What follows belongs to an exercise in optimizing a design on an open flow for small area, a short achievable clock period and few clock cycles; a production flow would make more cautious choices.
At most, simulation tests tie the RTL to the original design; equivalence was not proved.
Function not checked in run 2: the RTL went through the layout flow alone.
Power figures rest on the tool's default switching activity, not on a simulated workload.

==> design/flow/design.v <==
module f1 (clock, arri, done, load, arro
 );
	input clock;  
	input [1:810] arri;
	input load;
	output done;
	output [1:810] arro;
	integer i, j, x;
	reg [1:81] temp1, temp2, temp3;
	reg [1:729] temp, f1temp, f2temp, f2temp2;
	reg [1:729] ftemp1, ftemp2, ftemp3;
	reg [1:810]arr;
	reg done;
	reg [1:810] arro;
	wire [1:810] arri;
	reg  count;
	always @ (posedge clock)
	begin
		if (load == 1)
		begin
			count <= 0;
		end
		else
		begin
			count <= ~(count);
		end
	end
	always@ (arr)	 
	begin
		for (i = 1; i < 10; i=i+1)
		begin
			for (x = 1; x < 10; x=x+1)  
			begin	
				temp1[(i-1)*9 + x] = |{(arr[(i-1)*90 + 0*10 + x] && arr[(i-1)*90 + 0*10 + 10]), (arr[(i-1)*90 + 1*10 + x] && arr[(i-1)*90 + 1*10 + 10]), (arr[(i-1)*90 + 2*10 + x] && arr[(i-1)*90 + 2*10 + 10]), (arr[(i-1)*90 + 3*10 + x] && arr[(i-1)*90 + 3*10 + 10]), (arr[(i-1)*90 + 4*10 + x] && arr[(i-1)*90 + 4*10 + 10]), (arr[(i-1)*90 + 5*10 + x] && arr[(i-1)*90 + 5*10 + 10]), (arr[(i-1)*90 + 6*10 + x] && arr[(i-1)*90 + 6*10 + 10]), (arr[(i-1)*90 + 7*10 + x] && arr[(i-1)*90 + 7*10 + 10]), (arr[(i-1)*90 + 8*10 + x] && arr[(i-1)*90 + 8*10 + 10])};
			end
		end
	end
	always @ (arr)	 
	begin
		for (i = 1; i < 10; i=i+1)
		begin
			for (x = 1; x < 10; x=x+1)  
			begin
				temp2[(i-1)*9 + x] = |{(arr[0*90 + (i-1)*10 + x] && arr[0*90 + (i-1)*10 + 10]), (arr[1*90 + (i-1)*10 + x] && arr[1*90 + (i-1)*10 + 10]), (arr[2*90 + (i-1)*10 + x] && arr[2*90 + (i-1)*10 + 10]), (arr[3*90 + (i-1)*10 + x] && arr[3*90 + (i-1)*10 + 10]), (arr[4*90 + (i-1)*10 + x] && arr[4*90 + (i-1)*10 + 10]), (arr[5*90 + (i-1)*10 + x] && arr[5*90 + (i-1)*10 + 10]), (arr[6*90 + (i-1)*10 + x] && arr[6*90 + (i-1)*10 + 10]), (arr[7*90 + (i-1)*10 + x] && arr[7*90 + (i-1)*10 + 10]), (arr[8*90 + (i-1)*10 + x] && arr[8*90 + (i-1)*10 + 10])};
			end
		end
	end
	always @ (arr)	 
	begin				
		for (i = 1; i < 10; i=i+1)
		begin	
			for (x = 1; x < 10; x = x+1)
			begin
				temp3[(i-1)*9 + x]= |{(arr[((i-1)/3)*270 + ((i-1)%3)*30 + 0 + x] && arr[((i-1)/3)*270 + ((i-1)%3)*30 + 0 + 10]), (arr[((i-1)/3)*270 + ((i-1)%3)*30 + 10 + x] && arr[((i-1)/3)*270 + ((i-1)%3)*30 + 10 + 10]), (arr[((i-1)/3)*270 + ((i-1)%3)*30 + 20 + x] && arr[((i-1)/3)*270 + ((i-1)%3)*30 + 20 + 10]),
									  (arr[(((i-1)/3)*270) + 90 + ((i-1)%3)*30 + 0 + x] && arr[(((i-1)/3)*270) + 90 + ((i-1)%3)*30 + 0 + 10]), (arr[(((i-1)/3)*270) + 90 + ((i-1)%3)*30 + 10 + x] && arr[(((i-1)/3)*270) + 90 + ((i-1)%3)*30 + 10 + 10]), (arr[(((i-1)/3)*270) + 90 + ((i-1)%3)*30 + 20 + x] && arr[(((i-1)/3)*270) + 90 + ((i-1)%3)*30 + 20 + 10]),
									  (arr[(((i-1)/3)*270) + 180 + ((i-1)%3)*30 + 0 + x] && arr[(((i-1)/3)*270) + 180 + ((i-1)%3)*30 + 0 + 10]), (arr[(((i-1)/3)*270) + 180 + ((i-1)%3)*30 + 10 + x] && arr[(((i-1)/3)*270) + 180 + ((i-1)%3)*30 + 10 + 10]), (arr[(((i-1)/3)*270) + 180 + ((i-1)%3)*30 + 20 + x] && arr[(((i-1)/3)*270) + 180 + ((i-1)%3)*30 + 20 + 10])};
			end
		end
	end	 
	always @ (temp1 or temp2 or temp3 or arr)	 
	begin	
		for (i = 1; i < 82; i=i+1)
		begin
	 		if (arr[(i-1)*10 + 10] == 0)	 
			begin
	 			for (x = 1; x < 10; x=x+1)  
				begin
					f1temp[(i-1)*9 + x] = ~(|{temp1[((i-1)/9)*9 + x], temp2[((i-1)%9)*9 + x], temp3[(((i-1)/27)*3 + ((i-1)%9)/3)*9 + x]});
				end
			end
			else	 
			begin
				for (x = 1; x < 10; x=x+1) 
				begin
					f1temp[(i-1)*9 + x] = arr[(i-1)*10 + x];
				end
			end
		end
	end	 
	always @ (arr)
	begin
		for (i = 1; i < 82; i = i+1)
		begin
			for (x = 1; x < 11; x = x+1)
			begin
				arro[(i-1)*10 + x] = arr[(i-1)*10 + x];
			end
		end
		done = &{arr[(8*9 + 1)*10], arr[(8*9 + 2)*10], arr[(8*9 + 3)*10], arr[(8*9 + 4)*10], arr[(8*9 + 5)*10], arr[(8*9 + 6)*10], arr[(8*9 + 7)*10], arr[(8*9 + 8)*10], arr[(8*9 + 9)*10], 
				 arr[(7*9 + 1)*10], arr[(7*9 + 2)*10], arr[(7*9 + 3)*10], arr[(7*9 + 4)*10], arr[(7*9 + 5)*10], arr[(7*9 + 6)*10], arr[(7*9 + 7)*10], arr[(7*9 + 8)*10], arr[(7*9 + 9)*10], 
				 arr[(6*9 + 1)*10], arr[(6*9 + 2)*10], arr[(6*9 + 3)*10], arr[(6*9 + 4)*10], arr[(6*9 + 5)*10], arr[(6*9 + 6)*10], arr[(6*9 + 7)*10], arr[(6*9 + 8)*10], arr[(6*9 + 9)*10],
				 arr[(5*9 + 1)*10], arr[(5*9 + 2)*10], arr[(5*9 + 3)*10], arr[(5*9 + 4)*10], arr[(5*9 + 5)*10], arr[(5*9 + 6)*10], arr[(5*9 + 7)*10], arr[(5*9 + 8)*10], arr[(5*9 + 9)*10], 
				 arr[(4*9 + 1)*10], arr[(4*9 + 2)*10], arr[(4*9 + 3)*10], arr[(4*9 + 4)*10], arr[(4*9 + 5)*10], arr[(4*9 + 6)*10], arr[(4*9 + 7)*10], arr[(4*9 + 8)*10], arr[(4*9 + 9)*10], 
				 arr[(3*9 + 1)*10], arr[(3*9 + 2)*10], arr[(3*9 + 3)*10], arr[(3*9 + 4)*10], arr[(3*9 + 5)*10], arr[(3*9 + 6)*10], arr[(3*9 + 7)*10], arr[(3*9 + 8)*10], arr[(3*9 + 9)*10], 
				 arr[(2*9 + 1)*10], arr[(2*9 + 2)*10], arr[(2*9 + 3)*10], arr[(2*9 + 4)*10], arr[(2*9 + 5)*10], arr[(2*9 + 6)*10], arr[(2*9 + 7)*10], arr[(2*9 + 8)*10], arr[(2*9 + 9)*10], 
				 arr[(1*9 + 1)*10], arr[(1*9 + 2)*10], arr[(1*9 + 3)*10], arr[(1*9 + 4)*10], arr[(1*9 + 5)*10], arr[(1*9 + 6)*10], arr[(1*9 + 7)*10], arr[(1*9 + 8)*10], arr[(1*9 + 9)*10],
				 arr[(0*9 + 1)*10], arr[(0*9 + 2)*10], arr[(0*9 + 3)*10], arr[(0*9 + 4)*10], arr[(0*9 + 5)*10], arr[(0*9 + 6)*10], arr[(0*9 + 7)*10], arr[(0*9 + 8)*10], arr[(0*9 + 9)*10]};
	end
	always @ (arr)
	begin
		for (i = 1; i < 10; i=i+1)	 
		begin
			for (x = 1; x < 10; x=x+1)	 
			begin	
				ftemp1[(i-1)*81 + 0*9 + x] = (arr[(i-1)*90 + 0*10 + x] && (~|{arr[(i-1)*90 + 1*10 + x], arr[(i-1)*90 + 2*10 + x], arr[(i-1)*90 + 3*10 + x], arr[(i-1)*90 + 4*10 + x], arr[(i-1)*90 + 5*10 + x], arr[(i-1)*90 + 6*10 + x], arr[(i-1)*90 + 7*10 + x], arr[(i-1)*90 + 8*10 + x]})); 	 
				ftemp1[(i-1)*81 + 1*9 + x] = (arr[(i-1)*90 + 1*10 + x] && (~|{arr[(i-1)*90 + 0*10 + x], arr[(i-1)*90 + 2*10 + x], arr[(i-1)*90 + 3*10 + x], arr[(i-1)*90 + 4*10 + x], arr[(i-1)*90 + 5*10 + x], arr[(i-1)*90 + 6*10 + x], arr[(i-1)*90 + 7*10 + x], arr[(i-1)*90 + 8*10 + x]})); 	 
				ftemp1[(i-1)*81 + 2*9 + x] = (arr[(i-1)*90 + 2*10 + x] && (~|{arr[(i-1)*90 + 0*10 + x], arr[(i-1)*90 + 1*10 + x], arr[(i-1)*90 + 3*10 + x], arr[(i-1)*90 + 4*10 + x], arr[(i-1)*90 + 5*10 + x], arr[(i-1)*90 + 6*10 + x], arr[(i-1)*90 + 7*10 + x], arr[(i-1)*90 + 8*10 + x]})); 	 
				ftemp1[(i-1)*81 + 3*9 + x] = (arr[(i-1)*90 + 3*10 + x] && (~|{arr[(i-1)*90 + 0*10 + x], arr[(i-1)*90 + 1*10 + x], arr[(i-1)*90 + 2*10 + x], arr[(i-1)*90 + 4*10 + x], arr[(i-1)*90 + 5*10 + x], arr[(i-1)*90 + 6*10 + x], arr[(i-1)*90 + 7*10 + x], arr[(i-1)*90 + 8*10 + x]})); 	 
				ftemp1[(i-1)*81 + 4*9 + x] = (arr[(i-1)*90 + 4*10 + x] && (~|{arr[(i-1)*90 + 0*10 + x], arr[(i-1)*90 + 1*10 + x], arr[(i-1)*90 + 2*10 + x], arr[(i-1)*90 + 3*10 + x], arr[(i-1)*90 + 5*10 + x], arr[(i-1)*90 + 6*10 + x], arr[(i-1)*90 + 7*10 + x], arr[(i-1)*90 + 8*10 + x]})); 	 
				ftemp1[(i-1)*81 + 5*9 + x] = (arr[(i-1)*90 + 5*10 + x] && (~|{arr[(i-1)*90 + 0*10 + x], arr[(i-1)*90 + 1*10 + x], arr[(i-1)*90 + 2*10 + x], arr[(i-1)*90 + 3*10 + x], arr[(i-1)*90 + 4*10 + x], arr[(i-1)*90 + 6*10 + x], arr[(i-1)*90 + 7*10 + x], arr[(i-1)*90 + 8*10 + x]})); 	 
				ftemp1[(i-1)*81 + 6*9 + x] = (arr[(i-1)*90 + 6*10 + x] && (~|{arr[(i-1)*90 + 0*10 + x], arr[(i-1)*90 + 1*10 + x], arr[(i-1)*90 + 2*10 + x], arr[(i-1)*90 + 3*10 + x], arr[(i-1)*90 + 4*10 + x], arr[(i-1)*90 + 5*10 + x], arr[(i-1)*90 + 7*10 + x], arr[(i-1)*90 + 8*10 + x]})); 	 
				ftemp1[(i-1)*81 + 7*9 + x] = (arr[(i-1)*90 + 7*10 + x] && (~|{arr[(i-1)*90 + 0*10 + x], arr[(i-1)*90 + 1*10 + x], arr[(i-1)*90 + 2*10 + x], arr[(i-1)*90 + 3*10 + x], arr[(i-1)*90 + 4*10 + x], arr[(i-1)*90 + 5*10 + x], arr[(i-1)*90 + 6*10 + x], arr[(i-1)*90 + 8*10 + x]})); 	 
				ftemp1[(i-1)*81 + 8*9 + x] = (arr[(i-1)*90 + 8*10 + x] && (~|{arr[(i-1)*90 + 0*10 + x], arr[(i-1)*90 + 1*10 + x], arr[(i-1)*90 + 2*10 + x], arr[(i-1)*90 + 3*10 + x], arr[(i-1)*90 + 4*10 + x], arr[(i-1)*90 + 5*10 + x], arr[(i-1)*90 + 6*10 + x], arr[(i-1)*90 + 7*10 + x]})); 	 
			end
		end
	end
	always @ (arr)
	begin
		for (i = 1; i < 10; i=i+1)	 
		begin
			for (x = 1; x < 10; x=x+1)	 
			begin	
				ftemp2[0*81 + (i-1)*9 + x] = (arr[0*90 + (i-1)*10 + x] && (~|{arr[(i-1)*10 + 1*90 + x], arr[(i-1)*10 + 2*90 + x], arr[(i-1)*10 + 3*90 + x], arr[(i-1)*10 + 4*90 + x], arr[(i-1)*10 + 5*90 + x], arr[(i-1)*10 + 6*90 + x], arr[(i-1)*10 + 7*90 + x], arr[(i-1)*10 + 8*90 + x]})); 	 
				ftemp2[1*81 + (i-1)*9 + x] = (arr[1*90 + (i-1)*10 + x] && (~|{arr[(i-1)*10 + 0*90 + x], arr[(i-1)*10 + 2*90 + x], arr[(i-1)*10 + 3*90 + x], arr[(i-1)*10 + 4*90 + x], arr[(i-1)*10 + 5*90 + x], arr[(i-1)*10 + 6*90 + x], arr[(i-1)*10 + 7*90 + x], arr[(i-1)*10 + 8*90 + x]})); 	 
				ftemp2[2*81 + (i-1)*9 + x] = (arr[2*90 + (i-1)*10 + x] && (~|{arr[(i-1)*10 + 0*90 + x], arr[(i-1)*10 + 1*90 + x], arr[(i-1)*10 + 3*90 + x], arr[(i-1)*10 + 4*90 + x], arr[(i-1)*10 + 5*90 + x], arr[(i-1)*10 + 6*90 + x], arr[(i-1)*10 + 7*90 + x], arr[(i-1)*10 + 8*90 + x]})); 	 
				ftemp2[3*81 + (i-1)*9 + x] = (arr[3*90 + (i-1)*10 + x] && (~|{arr[(i-1)*10 + 0*90 + x], arr[(i-1)*10 + 1*90 + x], arr[(i-1)*10 + 2*90 + x], arr[(i-1)*10 + 4*90 + x], arr[(i-1)*10 + 5*90 + x], arr[(i-1)*10 + 6*90 + x], arr[(i-1)*10 + 7*90 + x], arr[(i-1)*10 + 8*90 + x]})); 	 
				ftemp2[4*81 + (i-1)*9 + x] = (arr[4*90 + (i-1)*10 + x] && (~|{arr[(i-1)*10 + 0*90 + x], arr[(i-1)*10 + 1*90 + x], arr[(i-1)*10 + 2*90 + x], arr[(i-1)*10 + 3*90 + x], arr[(i-1)*10 + 5*90 + x], arr[(i-1)*10 + 6*90 + x], arr[(i-1)*10 + 7*90 + x], arr[(i-1)*10 + 8*90 + x]})); 	 
				ftemp2[5*81 + (i-1)*9 + x] = (arr[5*90 + (i-1)*10 + x] && (~|{arr[(i-1)*10 + 0*90 + x], arr[(i-1)*10 + 1*90 + x], arr[(i-1)*10 + 2*90 + x], arr[(i-1)*10 + 3*90 + x], arr[(i-1)*10 + 4*90 + x], arr[(i-1)*10 + 6*90 + x], arr[(i-1)*10 + 7*90 + x], arr[(i-1)*10 + 8*90 + x]})); 	 
				ftemp2[6*81 + (i-1)*9 + x] = (arr[6*90 + (i-1)*10 + x] && (~|{arr[(i-1)*10 + 0*90 + x], arr[(i-1)*10 + 1*90 + x], arr[(i-1)*10 + 2*90 + x], arr[(i-1)*10 + 3*90 + x], arr[(i-1)*10 + 4*90 + x], arr[(i-1)*10 + 5*90 + x], arr[(i-1)*10 + 7*90 + x], arr[(i-1)*10 + 8*90 + x]})); 	 
				ftemp2[7*81 + (i-1)*9 + x] = (arr[7*90 + (i-1)*10 + x] && (~|{arr[(i-1)*10 + 0*90 + x], arr[(i-1)*10 + 1*90 + x], arr[(i-1)*10 + 2*90 + x], arr[(i-1)*10 + 3*90 + x], arr[(i-1)*10 + 4*90 + x], arr[(i-1)*10 + 5*90 + x], arr[(i-1)*10 + 6*90 + x], arr[(i-1)*10 + 8*90 + x]})); 	 
				ftemp2[8*81 + (i-1)*9 + x] = (arr[8*90 + (i-1)*10 + x] && (~|{arr[(i-1)*10 + 0*90 + x], arr[(i-1)*10 + 1*90 + x], arr[(i-1)*10 + 2*90 + x], arr[(i-1)*10 + 3*90 + x], arr[(i-1)*10 + 4*90 + x], arr[(i-1)*10 + 5*90 + x], arr[(i-1)*10 + 6*90 + x], arr[(i-1)*10 + 7*90 + x]})); 	 
			end
		end
	end
	always @ (arr)
	begin
		for (i = 1; i < 10; i=i+1)	 
		begin
			for (x = 1; x < 10; x=x+1)	 
			begin
				ftemp3[((i-1)/3)*243 + ((i-1)%3)*27 + 0 + x]  = (arr[((i-1)/3)*270 + ((i-1)%3)*30 + 0 + x] && (~|{arr[((i-1)/3)*270 + ((i-1)%3)*30 + 10 + x], arr[((i-1)/3)*270 + ((i-1)%3)*30 + 20 + x], arr[(((i-1)/3)*270) + 90 + ((i-1)%3)*30 + 0 + x], arr[(((i-1)/3)*270) + 90 + ((i-1)%3)*30 + 10 + x], arr[(((i-1)/3)*270) + 90 + ((i-1)%3)*30 + 20 + x], arr[(((i-1)/3)*270) + 180 + ((i-1)%3)*30 + 0 + x], arr[(((i-1)/3)*270) + 180 + ((i-1)%3)*30 + 10 + x], arr[(((i-1)/3)*270) + 180 + ((i-1)%3)*30 + 20 + x]}));
				ftemp3[((i-1)/3)*243 + ((i-1)%3)*27 + 9 + x] = (arr[((i-1)/3)*270 + ((i-1)%3)*30 + 10 + x] && (~|{arr[((i-1)/3)*270 + ((i-1)%3)*30 + 0 + x], arr[((i-1)/3)*270 + ((i-1)%3)*30 + 20 + x], arr[(((i-1)/3)*270) + 90 + ((i-1)%3)*30 + 0 + x], arr[(((i-1)/3)*270) + 90 + ((i-1)%3)*30 + 10 + x], arr[(((i-1)/3)*270) + 90 + ((i-1)%3)*30 + 20 + x], arr[(((i-1)/3)*270) + 180 + ((i-1)%3)*30 + 0 + x], arr[(((i-1)/3)*270) + 180 + ((i-1)%3)*30 + 10 + x], arr[(((i-1)/3)*270) + 180 + ((i-1)%3)*30 + 20 + x]}));
				ftemp3[((i-1)/3)*243 + ((i-1)%3)*27 + 18 + x] = (arr[((i-1)/3)*270 + ((i-1)%3)*30 + 20 + x] && (~|{arr[((i-1)/3)*270 + ((i-1)%3)*30 + 0 + x], arr[((i-1)/3)*270 + ((i-1)%3)*30 + 10 + x], arr[(((i-1)/3)*270) + 90 + ((i-1)%3)*30 + 0 + x], arr[(((i-1)/3)*270) + 90 + ((i-1)%3)*30 + 10 + x], arr[(((i-1)/3)*270) + 90 + ((i-1)%3)*30 + 20 + x], arr[(((i-1)/3)*270) + 180 + ((i-1)%3)*30 + 0 + x], arr[(((i-1)/3)*270) + 180 + ((i-1)%3)*30 + 10 + x], arr[(((i-1)/3)*270) + 180 + ((i-1)%3)*30 + 20 + x]}));
				ftemp3[(((i-1)/3)*243) + 81 + ((i-1)%3)*27 + 0 + x]  = (arr[(((i-1)/3)*270) + 90 + ((i-1)%3)*30 + 0 + x] && (~|{arr[((i-1)/3)*270 + ((i-1)%3)*30 + 0 + x], arr[((i-1)/3)*270 + ((i-1)%3)*30 + 10 + x], arr[((i-1)/3)*270 + ((i-1)%3)*30 + 20 + x], arr[(((i-1)/3)*270) + 90 + ((i-1)%3)*30 + 10 + x], arr[(((i-1)/3)*270) + 90 + ((i-1)%3)*30 + 20 + x], arr[(((i-1)/3)*270) + 180 + ((i-1)%3)*30 + 0 + x], arr[(((i-1)/3)*270) + 180 + ((i-1)%3)*30 + 10 + x], arr[(((i-1)/3)*270) + 180 + ((i-1)%3)*30 + 20 + x]}));
				ftemp3[(((i-1)/3)*243) + 81 + ((i-1)%3)*27 + 9 + x] = (arr[(((i-1)/3)*270) + 90 + ((i-1)%3)*30 + 10 + x] && (~|{arr[((i-1)/3)*270 + ((i-1)%3)*30 + 0 + x], arr[((i-1)/3)*270 + ((i-1)%3)*30 + 10 + x], arr[((i-1)/3)*270 + ((i-1)%3)*30 + 20 + x], arr[(((i-1)/3)*270) + 90 + ((i-1)%3)*30 + 0 + x], arr[(((i-1)/3)*270) + 90 + ((i-1)%3)*30 + 20 + x], arr[(((i-1)/3)*270) + 180 + ((i-1)%3)*30 + 0 + x], arr[(((i-1)/3)*270) + 180 + ((i-1)%3)*30 + 10 + x], arr[(((i-1)/3)*270) + 180 + ((i-1)%3)*30 + 20 + x]}));
				ftemp3[(((i-1)/3)*243) + 81 + ((i-1)%3)*27 + 18 + x] = (arr[(((i-1)/3)*270) + 90 + ((i-1)%3)*30 + 20 + x] && (~|{arr[((i-1)/3)*270 + ((i-1)%3)*30 + 0 + x], arr[((i-1)/3)*270 + ((i-1)%3)*30 + 10 + x], arr[((i-1)/3)*270 + ((i-1)%3)*30 + 20 + x], arr[(((i-1)/3)*270) + 90 + ((i-1)%3)*30 + 0 + x], arr[(((i-1)/3)*270) + 90 + ((i-1)%3)*30 + 10 + x], arr[(((i-1)/3)*270) + 180 + ((i-1)%3)*30 + 0 + x], arr[(((i-1)/3)*270) + 180 + ((i-1)%3)*30 + 10 + x], arr[(((i-1)/3)*270) + 180 + ((i-1)%3)*30 + 20 + x]}));
				ftemp3[(((i-1)/3)*243) + 162 + ((i-1)%3)*27 + 0 + x] =  (arr[(((i-1)/3)*270) + 180 + ((i-1)%3)*30 + 0 + x] && (~|{arr[((i-1)/3)*270 + ((i-1)%3)*30 + 0 + x], arr[((i-1)/3)*270 + ((i-1)%3)*30 + 10 + x], arr[((i-1)/3)*270 + ((i-1)%3)*30 + 20 + x], arr[(((i-1)/3)*270) + 90 + ((i-1)%3)*30 + 0 + x], arr[(((i-1)/3)*270) + 90 + ((i-1)%3)*30 + 10 + x], arr[(((i-1)/3)*270) + 90 + ((i-1)%3)*30 + 20 + x], arr[(((i-1)/3)*270) + 180 + ((i-1)%3)*30 + 10 + x], arr[(((i-1)/3)*270) + 180 + ((i-1)%3)*30 + 20 + x]}));
				ftemp3[(((i-1)/3)*243) + 162 + ((i-1)%3)*27 + 9 + x] = (arr[(((i-1)/3)*270) + 180 + ((i-1)%3)*30 + 10 + x] && (~|{arr[((i-1)/3)*270 + ((i-1)%3)*30 + 0 + x], arr[((i-1)/3)*270 + ((i-1)%3)*30 + 10 + x], arr[((i-1)/3)*270 + ((i-1)%3)*30 + 20 + x], arr[(((i-1)/3)*270) + 90 + ((i-1)%3)*30 + 0 + x], arr[(((i-1)/3)*270) + 90 + ((i-1)%3)*30 + 10 + x], arr[(((i-1)/3)*270) + 90 + ((i-1)%3)*30 + 20 + x], arr[(((i-1)/3)*270) + 180 + ((i-1)%3)*30 + 0 + x], arr[(((i-1)/3)*270) + 180 + ((i-1)%3)*30 + 20 + x]}));
				ftemp3[(((i-1)/3)*243) + 162 + ((i-1)%3)*27 + 18 + x] = (arr[(((i-1)/3)*270) + 180 + ((i-1)%3)*30 + 20 + x] && (~|{arr[((i-1)/3)*270 + ((i-1)%3)*30 + 0 + x], arr[((i-1)/3)*270 + ((i-1)%3)*30 + 10 + x], arr[((i-1)/3)*270 + ((i-1)%3)*30 + 20 + x], arr[(((i-1)/3)*270) + 90 + ((i-1)%3)*30 + 0 + x], arr[(((i-1)/3)*270) + 90 + ((i-1)%3)*30 + 10 + x], arr[(((i-1)/3)*270) + 90 + ((i-1)%3)*30 + 20 + x], arr[(((i-1)/3)*270) + 180 + ((i-1)%3)*30 + 0 + x], arr[(((i-1)/3)*270) + 180 + ((i-1)%3)*30 + 10 + x]}));
			end
		end
	end
	always @ (ftemp1 or ftemp2 or ftemp3)
	begin
		for (i = 1; i < 730; i=i+1)
		begin
			f2temp2[i] = |{ftemp1[i], ftemp2[i], ftemp3[i]};
		end
	end
	always @ (f2temp2 or arr)
	begin
		for (i = 1; i < 82; i=i+1)
		begin
			if ({f2temp2[(i-1)*9 + 1], f2temp2[(i-1)*9 + 2], f2temp2[(i-1)*9 + 3], f2temp2[(i-1)*9 + 4], f2temp2[(i-1)*9 + 5], f2temp2[(i-1)*9 + 6], f2temp2[(i-1)*9 + 7], f2temp2[(i-1)*9 + 8], f2temp2[((i-1)*9 + 9)]} == 9'b0)
			begin
				{f2temp[(i-1)*9 + 1], f2temp[(i-1)*9 + 2], f2temp[(i-1)*9 + 3], f2temp[(i-1)*9 + 4], f2temp[(i-1)*9 + 5], f2temp[(i-1)*9 + 6], f2temp[(i-1)*9 + 7], f2temp[(i-1)*9 + 8], f2temp[((i-1)*9 + 9)]} = {arr[(i-1)*10 + 1], arr[(i-1)*10 + 2], arr[(i-1)*10 + 3], arr[(i-1)*10 + 4], arr[(i-1)*10 + 5], arr[(i-1)*10 + 6], arr[(i-1)*10 + 7], arr[(i-1)*10 + 8], arr[((i-1)*10 + 9)]};
			end
			else
			begin
				{f2temp[(i-1)*9 + 1], f2temp[(i-1)*9 + 2], f2temp[(i-1)*9 + 3], f2temp[(i-1)*9 + 4], f2temp[(i-1)*9 + 5], f2temp[(i-1)*9 + 6], f2temp[(i-1)*9 + 7], f2temp[(i-1)*9 + 8], f2temp[((i-1)*9 + 9)]} = {f2temp2[(i-1)*9 + 1], f2temp2[(i-1)*9 + 2], f2temp2[(i-1)*9 + 3], f2temp2[(i-1)*9 + 4], f2temp2[(i-1)*9 + 5], f2temp2[(i-1)*9 + 6], f2temp2[(i-1)*9 + 7], f2temp2[(i-1)*9 + 8], f2temp2[((i-1)*9 + 9)]};
			end
		end
	end
	always @ (count or f1temp or f2temp)
	begin
		if (count == 0)
		begin
			for (i = 1; i < 730; i=i+1)
			begin
				temp[i] = f1temp[i];
			end
		end
		else
		begin
			for (i = 1; i < 730; i=i+1)
			begin
				temp[i] =  f2temp[i];
			end
		end
	end
	always @ (posedge clock)
	begin		
			for (i = 1; i < 82; i = i+1)
			begin
				if (load == 1)	 
				begin	
					for (x = 1; x < 11; x = x+1)
					begin
						arr[(i-1)*10 + x] <= arri[(i-1)*10 + x];
					end
				end
				else	 
				begin	
					for (x = 1; x < 10; x = x+1)
					begin
						arr[(i-1)*10 + x] <= temp[(i-1)*9 + x];	 
					end
					if (|{&{!temp[(i-1)*9 + 1], !temp[(i-1)*9 + 2], !temp[(i-1)*9 + 3], !temp[(i-1)*9 + 4], !temp[(i-1)*9 + 5], !temp[(i-1)*9 + 6], !temp[(i-1)*9 + 7], !temp[(i-1)*9 + 8], temp[(i-1)*9 + 9]}, 
						  &{!temp[(i-1)*9 + 1], !temp[(i-1)*9 + 2], !temp[(i-1)*9 + 3], !temp[(i-1)*9 + 4], !temp[(i-1)*9 + 5], !temp[(i-1)*9 + 6], !temp[(i-1)*9 + 7], temp[(i-1)*9 + 8], !temp[(i-1)*9 + 9]},
						  &{!temp[(i-1)*9 + 1], !temp[(i-1)*9 + 2], !temp[(i-1)*9 + 3], !temp[(i-1)*9 + 4], !temp[(i-1)*9 + 5], !temp[(i-1)*9 + 6], temp[(i-1)*9 + 7], !temp[(i-1)*9 + 8], !temp[(i-1)*9 + 9]}, 
						  &{!temp[(i-1)*9 + 1], !temp[(i-1)*9 + 2], !temp[(i-1)*9 + 3], !temp[(i-1)*9 + 4], !temp[(i-1)*9 + 5], temp[(i-1)*9 + 6], !temp[(i-1)*9 + 7], !temp[(i-1)*9 + 8], !temp[(i-1)*9 + 9]}, 
						  &{!temp[(i-1)*9 + 1], !temp[(i-1)*9 + 2], !temp[(i-1)*9 + 3], !temp[(i-1)*9 + 4], temp[(i-1)*9 + 5], !temp[(i-1)*9 + 6], !temp[(i-1)*9 + 7], !temp[(i-1)*9 + 8], !temp[(i-1)*9 + 9]}, 
						  &{!temp[(i-1)*9 + 1], !temp[(i-1)*9 + 2], !temp[(i-1)*9 + 3], temp[(i-1)*9 + 4], !temp[(i-1)*9 + 5], !temp[(i-1)*9 + 6], !temp[(i-1)*9 + 7], !temp[(i-1)*9 + 8], !temp[(i-1)*9 + 9]}, 
						  &{!temp[(i-1)*9 + 1], !temp[(i-1)*9 + 2], temp[(i-1)*9 + 3], !temp[(i-1)*9 + 4], !temp[(i-1)*9 + 5], !temp[(i-1)*9 + 6], !temp[(i-1)*9 + 7], !temp[(i-1)*9 + 8], !temp[(i-1)*9 + 9]}, 
						  &{!temp[(i-1)*9 + 1], temp[(i-1)*9 + 2], !temp[(i-1)*9 + 3], !temp[(i-1)*9 + 4], !temp[(i-1)*9 + 5], !temp[(i-1)*9 + 6], !temp[(i-1)*9 + 7], !temp[(i-1)*9 + 8], !temp[(i-1)*9 + 9]}, 
						  &{temp[(i-1)*9 + 1], !temp[(i-1)*9 + 2], !temp[(i-1)*9 + 3], !temp[(i-1)*9 + 4], !temp[(i-1)*9 + 5], !temp[(i-1)*9 + 6], !temp[(i-1)*9 + 7], !temp[(i-1)*9 + 8], !temp[(i-1)*9 + 9]}})
					begin
						arr[(i-1)*10 + 10] <= 1;	 
					end
					else
					begin
						arr[(i-1)*10 + 10] <= 0;	 
					end
				end  
			end	 
	end	 
endmodule
==> design/flow/run.sh <==
#!/bin/bash
# synth_recipe.tcl (not shown) runs the flow's synth.tcl, then flattens the netlist and writes it again
# the make line also repeats each setting of config.mk as NAME=value (left out here)
make -C /OpenROAD-flow-scripts/flow DESIGN_CONFIG=/design/flow/config.mk WORK_HOME=/design/flow/orfs CLKGATE_MAP_FILE= SYNTH_SCRIPT=/design/flow/synth_recipe.tcl finish
==> design/flow/config.mk <==
export PLATFORM = sky130hd
export DESIGN_NAME = f1
export DESIGN_NICKNAME = f1
export VERILOG_FILES = /design/flow/design.v
export SDC_FILE = /design/flow/constraint.sdc
export NUM_CORES = 8
export LEC_CHECK = 0
export CAP_MARGIN = 35
export CORE_MARGIN = 2
export CORE_UTILIZATION = 18
export SLEW_MARGIN = 35
==> design/flow/constraint.sdc <==
create_clock -name core_clock -period 10.0 [get_ports {clock}]
set_input_delay 2.0000 -clock core_clock [delete_from_list [all_inputs] [get_ports {clock}]]
set_output_delay 2.0000 -clock core_clock [all_outputs]
set_load 0.01 [all_outputs]
==> results of run 1 <==
[cells by family (layout without fill, tap and decap cells)]
family | Yosys count | after routing | synth area share (%)
AO/OA/AOI/OAI | 4447 | 4447 | 36.8
multiplexers | 313 | 313 | 3.90
adder cells (fa/ha/maj) | 1 | 1 | 0.0115
flip-flops | 811 | 811 | 18.6
buffers and inverters | 1509 | 3523 | 6.53
other | 0 | 221 | 0
AND/OR/NAND/NOR | 5802 | 5802 | 32.5
XOR/XNOR | 167 | 167 | 1.68
[worst reg2reg max path, cell delays in order, from the launching register on]
cell,delay (ns)
dfxtp_1,0.63
or4_1,0.91
or3_1,0.72
o32ai_1,0.61
a221oi_1,0.38
o2111ai_1,0.42
nand2_1,0.28
o21ai_1,0.48
mux2_2,0.40
mux2i_1,0.15
a22oi_1,0.10
or2_1,0.21
a31oi_1,0.42
[cells in the final DEF, fill, tap and decap left out, types with 58 or more instances in the layout]
cell	count
nand4_1	220
a31oi_1	96
o211ai_1	86
buf_4	1416
a32oi_1	97
o21ai_0	857
mux2_2	213
nor3_2	192
and2_1	116
o31ai_1	526
nor4_1	158
inv_1	176
nand3_1	768
or2_2	171
xor2_1	67
a211oi_1	102
nand2_1	1873
a22oi_1	347
nor4_2	62
xnor2_1	100
clkbuf_16	125
nor3_1	455
mux2i_1	97
o32ai_1	273
nor2b_1	65
and3_1	164
diode_2	221
nand3b_1	88
clkdlybuf4s50_1	1618
dfxtp_1	776
a21oi_1	507
or3_1	121
o21ai_1	154
nor3_4	58
or4_1	62
nor2_1	871
a222oi_1	445
[power groups by stage]
stage	logic (W)	registers, W	clock network (W)
after floorplan	0.0111	0.00485	0
after global placement	0.0308	0.00514	0
after detailed placement	0.0308	0.00514	0
after CTS	0.0309	0.00508	0.00494
after global routing	0.0328	0.00514	0.00500
final	0.0341	0.00519	0.00494
[registers in the layout (all words and copies together) (netlist names)]
name,count
count,1
arr,810
[metrics by stage]
step                area, um^2  instances  power (W)
detailed placement      121000      21200     0.0360
CTS                     125000      21500     0.0409
floorplan                87200      13100     0.0159
global placement        119000      21200     0.0359
global route            126000      21600     0.0429
finish                  126000      21700     0.0443
[final cells by class]
class	instances	area, um^2	share of cell area (%)
Timing Repair Buffer	3120	27700	22.0
Clock buffer	158	3410	2.71
Multi-Input combinational cell	10700	68600	54.4
Tap cell	6425	8040	6.38
Clock inverter	66	731	0.580
Inverter	179	692	0.549
Antenna cell	221	553	0.439
Sequential cell	811	16300	12.9
[metal layers]
layer  GRT usage [%]  wire (um)  share of wire [%]
met1            61.2     504000                 37
met2            69.8     507000                 37
met3            24.0     181000                 13
met4            54.7     176000                 13
met5          0.0686        416              0.030
[worst max path at each step]
stage	end	slack (ns)
after floorplan	done	5.83
after global placement	arr[520]	3.92
after detailed placement	done	4.22
after CTS	done	3.18
after global routing	done	3.09
final	done	2.91
==> out/metrics.yaml, run 1 <==
power:
  power_frac_comb_pct: 77.1
  p_int_w: 0.0146
  p_clk_share_pct: 11.2
  power_density_nw_per_um2: 351
  swShare_pct: 67.0
  p_sw_w: 0.0297
  p_seq_share_pct: 11.7
  peakVddDrop_mv: 0.212
  p_leak_nw: 44.2
floorplan:
  ios: 1623
  core_area_um2: 482000
  rows: 255
  die_w_um: 700
  initial_core_util_pct: 18.1
  die_h_um: 700
  dieArea_um2: 490000
job:
  cap_violations: 0
timing:
  final.period_utilization_pct: 70.9
  maxSlewViolCount: 0
  finClkSkew_ns: 0.0931
  tightest_slew_ns: 1.16
  rsz0062_at_grt: "false"
  finalSetupViolations: 0
  setup_slack_ns: 2.91
  period_needed_ns: 7.09
  slew_headroom_pct: 21.7
  hold_viol: 0
  tns_ns: 0
  timing.fmax_ghz: 0.141
  hold_slack_ns: 0.695
setup_path:
  path_max_fanout: 21
  cp-end-kind: "output port"
  path_cells: "buf_4 -> nand4_1 -> nor4_2 -> buf_4 -> nand4_1 -> nor2_1 -> clkdlybuf4s50_1"
  crit_family: "simple AND/OR/NAND/NOR gates"
  worst_r2r_endpoint: "arr[450]"
  crit-reg2reg-launch: "arr[534]"
  path_buf_inv: 3
  crit_required_ns: 8.00
  worstPathArrival_ns: 5.09
  rrSetupSlack_ns: 4.15
  max_stage_delay_ns: 0.77
  crit_cells: 7
  slowest_stage: "nor2_1"
  startpoint_type: "flip-flop"
  r2r_cells: 12
  path_class: "flip-flop to output port"
  startpoint: "arr[180]"
clocking:
  cts_buffers: 123
  cts_sinks: 811
  clock_path_buffers: 4
  post_cts_resized: 0
  hold_buffers: 0
  clk_pin_slew_ns: 0.06
  post-cts-setup-buffers: 0
  htree_levels: 3
  clk_latency_ns: 1.05
  tritoncts: "done"
  root_buffer: "clkbuf_16"
yosys:
  synth_area_leaders: "dfxtp_1, nand2_1, clkbuf_1"
  yosys_warnings: 1
  seq_area_frac_synth_pct: 18.6
  synth_top_area_cell: "dfxtp_1"
  synth_cell_types: 101
  synth-seq-cells: 811
  syn-num-nets: 13900
  ys_top_cells_by_count: "nand2_1, clkbuf_1, nor2_1, o21ai_0, dfxtp_1"
  avgSynthCellArea_um2: 6.68
  yosysMostFrequentCell: "nand2_1"
  synth_flop_cell: "dfxtp_1"
  postSynth.asyncResetShare_pct: 0
  synth_edf_count: 0
  synth_top_area_share_pct: 18.6
  synthCells: 13100
  syn_area_um2: 87200
place:
  portBuffers: 1622
  hpwl_um: 1130000
  dp_slack_ns: 4.22
  place.gp.congestion: 1.17
finish:
  final_core_util_pct: 26.1
  drive_gt1_share_pct: 18.0
  fillCellCount: 53700
  fin_nets: 15800
  syn2layout_area_growth_pct: 44.6
detailed_routing:
  drcViolationCount: 0
  wl_per_cell_um: 63.1
  drtPass1Iterations: 15
  route.vias.total: 147000
  drt_first_iter_violations: 30500
  wl_um: 1370000
  via_per_inst: 6.78
  ant_nets: 0
min_path:
  whs_path_depth: 2
  hold_start: "arr[303]"
  holdPathEnd: "arr[303]"
  hold_path_class: "flip-flop to flip-flop"
global_route:
  grt_overflow: 0
  grt.total_usage_pct: 53.1
  grt_max_degree: 122
  antenna_found_initial: 280
  grt_pass1_vias: 131000
  grt_pass1_wl_um: 1660000
status:
  status: "timing/DRC/antenna clean"
Testbench counts, summed over its fixed seeds: cycles 13,595.
==> inputs of run 2 (changes only) <==
==> design/flow/design.v (replaced) <==
module f1 (clock, arri, done, load, arro);
	input clock;
	input [1:810] arri;
	input load;
	output done;
	output [1:810] arro;
	reg  [0:728] kn;
	reg  [0:80]  kf;
	wire [0:242] rm, cm, bm;      
	wire [0:728] cand;            
	wire [0:80]  amoc;            
	wire [0:242] amor, amok, amob;    
	wire [0:728] place;
	wire [0:80]  anyp;
	function amo9;
		input [8:0] v;
		reg a0, a1, a2, t0, t1, t2;
		begin
			a0 = |v[2:0]; a1 = |v[5:3]; a2 = |v[8:6];
			t0 = (v[0]&v[1]) | (v[2]&(v[0]|v[1]));
			t1 = (v[3]&v[4]) | (v[5]&(v[3]|v[4]));
			t2 = (v[6]&v[7]) | (v[8]&(v[6]|v[7]));
			amo9 = ~(t0 | t1 | t2 | (a0&a1) | (a2&(a0|a1)));
		end
	endfunction
	integer x;
	genvar u, k, d, c;
	generate
		for (u = 0; u < 9; u = u + 1) begin : unit
			for (d = 0; d < 9; d = d + 1) begin : dig
				wire [8:0] r, co, b, cr, cc, cb;
				for (k = 0; k < 9; k = k + 1) begin : ce
					assign r[k]  = kn[(u*9 + k)*9 + d];
					assign co[k] = kn[(k*9 + u)*9 + d];
					assign b[k]  = kn[(((u/3)*3 + k/3)*9 + (u%3)*3 + k%3)*9 + d];
					assign cr[k] = cand[(u*9 + k)*9 + d];
					assign cc[k] = cand[(k*9 + u)*9 + d];
					assign cb[k] = cand[(((u/3)*3 + k/3)*9 + (u%3)*3 + k%3)*9 + d];
				end
				assign rm[u*9 + d] = |r;
				assign cm[u*9 + d] = |co;
				assign bm[u*9 + d] = |b;
				assign amor[u*9 + d] = amo9(cr);
				assign amok[u*9 + d] = amo9(cc);
				assign amob[u*9 + d] = amo9(cb);
			end
		end
		for (c = 0; c < 81; c = c + 1) begin : cl
			localparam R = c / 9, C = c % 9, B = (c / 27) * 3 + (c % 9) / 3;
			assign amoc[c] = amo9(cand[c*9 +: 9]);
			for (d = 0; d < 9; d = d + 1) begin : dg
				assign cand[c*9 + d] = ~(kf[c] | rm[R*9 + d] | cm[C*9 + d] | bm[B*9 + d]);
				assign place[c*9 + d] = cand[c*9 + d] & (amoc[c] | amor[R*9 + d] | amok[C*9 + d] | amob[B*9 + d]);
			end
			assign anyp[c] = |place[c*9 +: 9];
			assign arro[c*10 + 1 +: 9] = kn[c*9 +: 9];
			assign arro[c*10 + 10] = kf[c];
			always @(posedge clock) begin
				if (load) begin
					kf[c] <= arri[c*10 + 10];
					for (x = 0; x < 9; x = x + 1)
						kn[c*9 + x] <= arri[c*10 + 1 + x] & arri[c*10 + 10];
				end else begin
					kf[c] <= kf[c] | anyp[c];
					kn[c*9 +: 9] <= kn[c*9 +: 9] | place[c*9 +: 9];
				end
			end
		end
	endgenerate
	assign done = &kf;
endmodule
==> run 2 against run 1 <==
Compared with the run above:
- still clean
- worst setup slack lost 0.18 ns
- sequential cell count shrank 1
- global-route usage grew 5.3 points
- first-iteration DRC count shrank 18%
- critical path type unchanged
==> out/metrics.yaml, run 2 <==
min_path:
  hold_path_class: "flip-flop to flip-flop"
setup_path:
  crit_end: "done"
  worst_r2r_endpoint: "kf[43]"
  worstPathArrival_ns: 5.27
  crit_path_frequent_cell: "nand4_1"
  path_max_fanout: 22
  startpoint_type: "flip-flop"
  path_cells: "buf_4 -> nand4_1 -> nor4_1 -> nand4_1 -> nor2_1 -> clkdlybuf4s50_1"
  rrSetupSlack_ns: 3.01
  r2r_cells: 11
  slowest_stage: "nor4_1"
  crit_required_ns: 8.00
  startpoint: "kf[14]"
  path_class: "flip-flop to output port"
  max_stage_delay_ns: 0.94
  cp-end-kind: "output port"
  crit-reg2reg-launch: "kn[219]"
yosys:
  yosysMostFrequentCell: "nand2_1"
  synth_edf_count: 0
  yosys_warnings: 1
  syn-num-nets: 12700
  avgSynthCellArea_um2: 6.40
  postSynth.asyncResetShare_pct: 0
  synth_flop_cell: "dfxtp_1"
  synth-seq-cells: 810
  ys_top_cells_by_count: "nand2_1, nor2_1, o21ai_0, dfxtp_1, nor4_1"
  synth_area_leaders: "dfxtp_1, nand2_1, nor2_1"
  synthCells: 11900
  syn_area_um2: 75900
  seq_area_frac_synth_pct: 21.4
  synth_top_area_share_pct: 21.4
  synth_cell_types: 93
  synth_top_area_cell: "dfxtp_1"
timing:
  period_needed_ns: 7.27
  finClkSkew_ns: 0.100
  tightest_slew_ns: 1.19
  hold_viol: 0
  final.period_utilization_pct: 72.7
  tns_ns: 0
  maxSlewViolCount: 0
  finalSetupViolations: 0
  timing.fmax_ghz: 0.138
  rsz0062_at_grt: "false"
  slew_headroom_pct: 20.6
floorplan:
  core_area_um2: 420000
  ios: 1623
  initial_core_util_pct: 18.1
  die_w_um: 653
  dieArea_um2: 427000
  rows: 238
  die_h_um: 653
place:
  hpwl_um: 1110000
  place.gp.congestion: 1.18
  portBuffers: 1622
  dp.cells: 19200
  placed_area_um2: 108000
clocking:
  root_buffer: "clkbuf_16"
  clk_pin_slew_ns: 0.08
  tritoncts: "done"
  post-cts-setup-buffers: 0
  hold_buffers: 0
  post_cts_resized: 0
  cts_buffers: 115
  htree_levels: 3
  clock_path_buffers: 4
  clk_latency_ns: 1.01
  cts_sinks: 810
detailed_routing:
  drcViolationCount: 0
  ant_nets: 0
  route.vias.total: 136000
  wl_per_cell_um: 66.1
  wl_um: 1310000
  drt_first_iter_violations: 25000
  drtPass1Iterations: 9
  via_per_inst: 6.90
finish:
  fin_nets: 14700
  final_common_cell: "nand2_1"
  stdcell_count: 19800
  largest_register: "kn"
  largest_reg_flops: 729
  final_area_um2: 114000
  syn2layout_area_growth_pct: 50.0
  drive_gt1_share_pct: 15.1
  top_regs: "kn: 729 flops, kf: 81 flops"
  final_cell_mix: "nand2_1, clkdlybuf4s50_1, nor2_1, buf_4, o21ai_0"
global_route:
  grt.total_usage_pct: 58.4
  antenna_found_initial: 313
  grt_overflow: 0
  grt_max_degree: 137
  grt_pass1_vias: 119000
  grt_pass1_wl_um: 1560000
job:
  cap_violations: 0
power:
  power.total_w: 0.0151
  power_density_nw_per_um2: 133
  p_leak_nw: 40.4
  peakVddDrop_mv: 0.162
status:
  status: "timing/DRC/antenna clean"
run 2: cell count changes after synthesis, moves of 288 or more:
| cell | previous run | this run |
|---|---|---|
| o32ai_1 | 327 | 29 |
| nor2_1 | 895 | 1466 |
| nor4_1 | 230 | 751 |
| a31oi_1 | 97 | 702 |
| or4_1 | 62 | 376 |
| a22oi_1 | 354 | 33 |
| o31ai_1 | 585 | 114 |
| nand3_1 | 787 | 499 |
| clkbuf_1 | 1211 | 609 |
| a222oi_1 | 445 | 1 |
| maj3_1 | 1 | 388 |
run 2: how the worst min path moves through the flow:
stage / startpoint / end / slack, ns / cells after the start
floorplan: kn[544] / kn[544] / 0.51 / 2
global placement: kn[370] / kn[370] / 0.47 / 2
detailed placement: kn[318] / kn[318] / 0.47 / 2
CTS: kn[318] / kn[318] / 0.49 / 2
global route: kn[318] / kn[318] / 0.54 / 2
finish: kn[318] / kn[318] / 0.50 / 2
run 2: logic make-up (layout without fill, tap and decap cells):
| logic type | Yosys count | in the layout | synth area share [%] |
|---|---|---|---|
| flops | 810 | 810 | 21.4 |
| buf+inv | 909 | 3002 | 4.53 |
| other cells | 0 | 285 | 0 |
| compound gates | 3244 | 3244 | 27.1 |
| fa+ha+maj | 392 | 392 | 5.18 |
| simple gates | 6505 | 6505 | 41.8 |
run 2: through the flow:
| stage | setup WS (ns) | hold slack [ns] | utilization (%) |
|---|---|---|---|
| after global placement | 1.43 | 0.473 | 25.2 |
| after CTS | 2.96 | 0.487 | 26.7 |
| after floorplan | 6.05 | 0.513 | - |
| after global routing | 3.06 | 0.539 | 27.0 |
| final | 2.73 | 0.495 | 27.1 |
| after detailed placement | 3.39 | 0.474 | 25.8 |
run 2: critical path: cells and delay by family (launching register included):
family / cells / cell delay, ns
buffers and inverters: 2 / 1.21
flip-flops: 1 / 0.32
AND/OR/NAND/NOR: 4 / 2.71
run 2: final cells by class:
type | count | area, um^2
inverters | 168 | 638
flip-flops and latches | 810 | 16300
clock buffers | 142 | 3150
repair buffers | 2627 | 24100
well taps | 5520 | 6910
fillers | 47000 | 306000
diodes | 285 | 713
clock inverters | 65 | 976
multi-input cells | 10100 | 61000
run 2: layer usage:
| metal | wire, um | vias to the layer above | GRT usage [%] |
|---|---|---|---|
| li1 | - | 49600 | - |
| met1 | 477000 | 68800 | 65.7 |
| met2 | 472000 | 13800 | 74.0 |
| met3 | 188000 | 3990 | 31.9 |
| met4 | 166000 | 68 | 60.6 |
| met5 | 2090 | - | 2.90 |
run 2: where the power goes:
group | internal (W) | leakage [nW] | switching [W]
combinational | 0.00150 | 31.6 | 0.00425
sequential | 0.00351 | 6.75 | 0.00101
clock | 0.00276 | 1.98 | 0.00213
total | 0.00777 | 40.4 | 0.00738

[what the ideal ports hide]
How much do the figures lean on ideal ports? The routed layouts below were timed once more, with nothing changed but the port constraints.
Step 1: set_driving_cell puts a clkbuf_16 on clock and a buf_2 on each other input, an assumption about the parent block.
Step 2 moves the port delays by t, midway between the first and last clock arrival at a register: inputs arrive t later, outputs are due t later. That takes back most of the time a late clock gives input paths.
Slacks: ideal / step 1 / step 2; pairs: ideal / step 1.
run	t (ns)	setup WS [ns]	slew at the worst register clock pin (ns)
run 1	1.138	2.914 / 2.781 / 3.919	0.08 / 0.08
run 2	1.097	2.733 / 2.601 / 3.008	0.08 / 0.08
After both steps setup and hold are still met in every run listed.
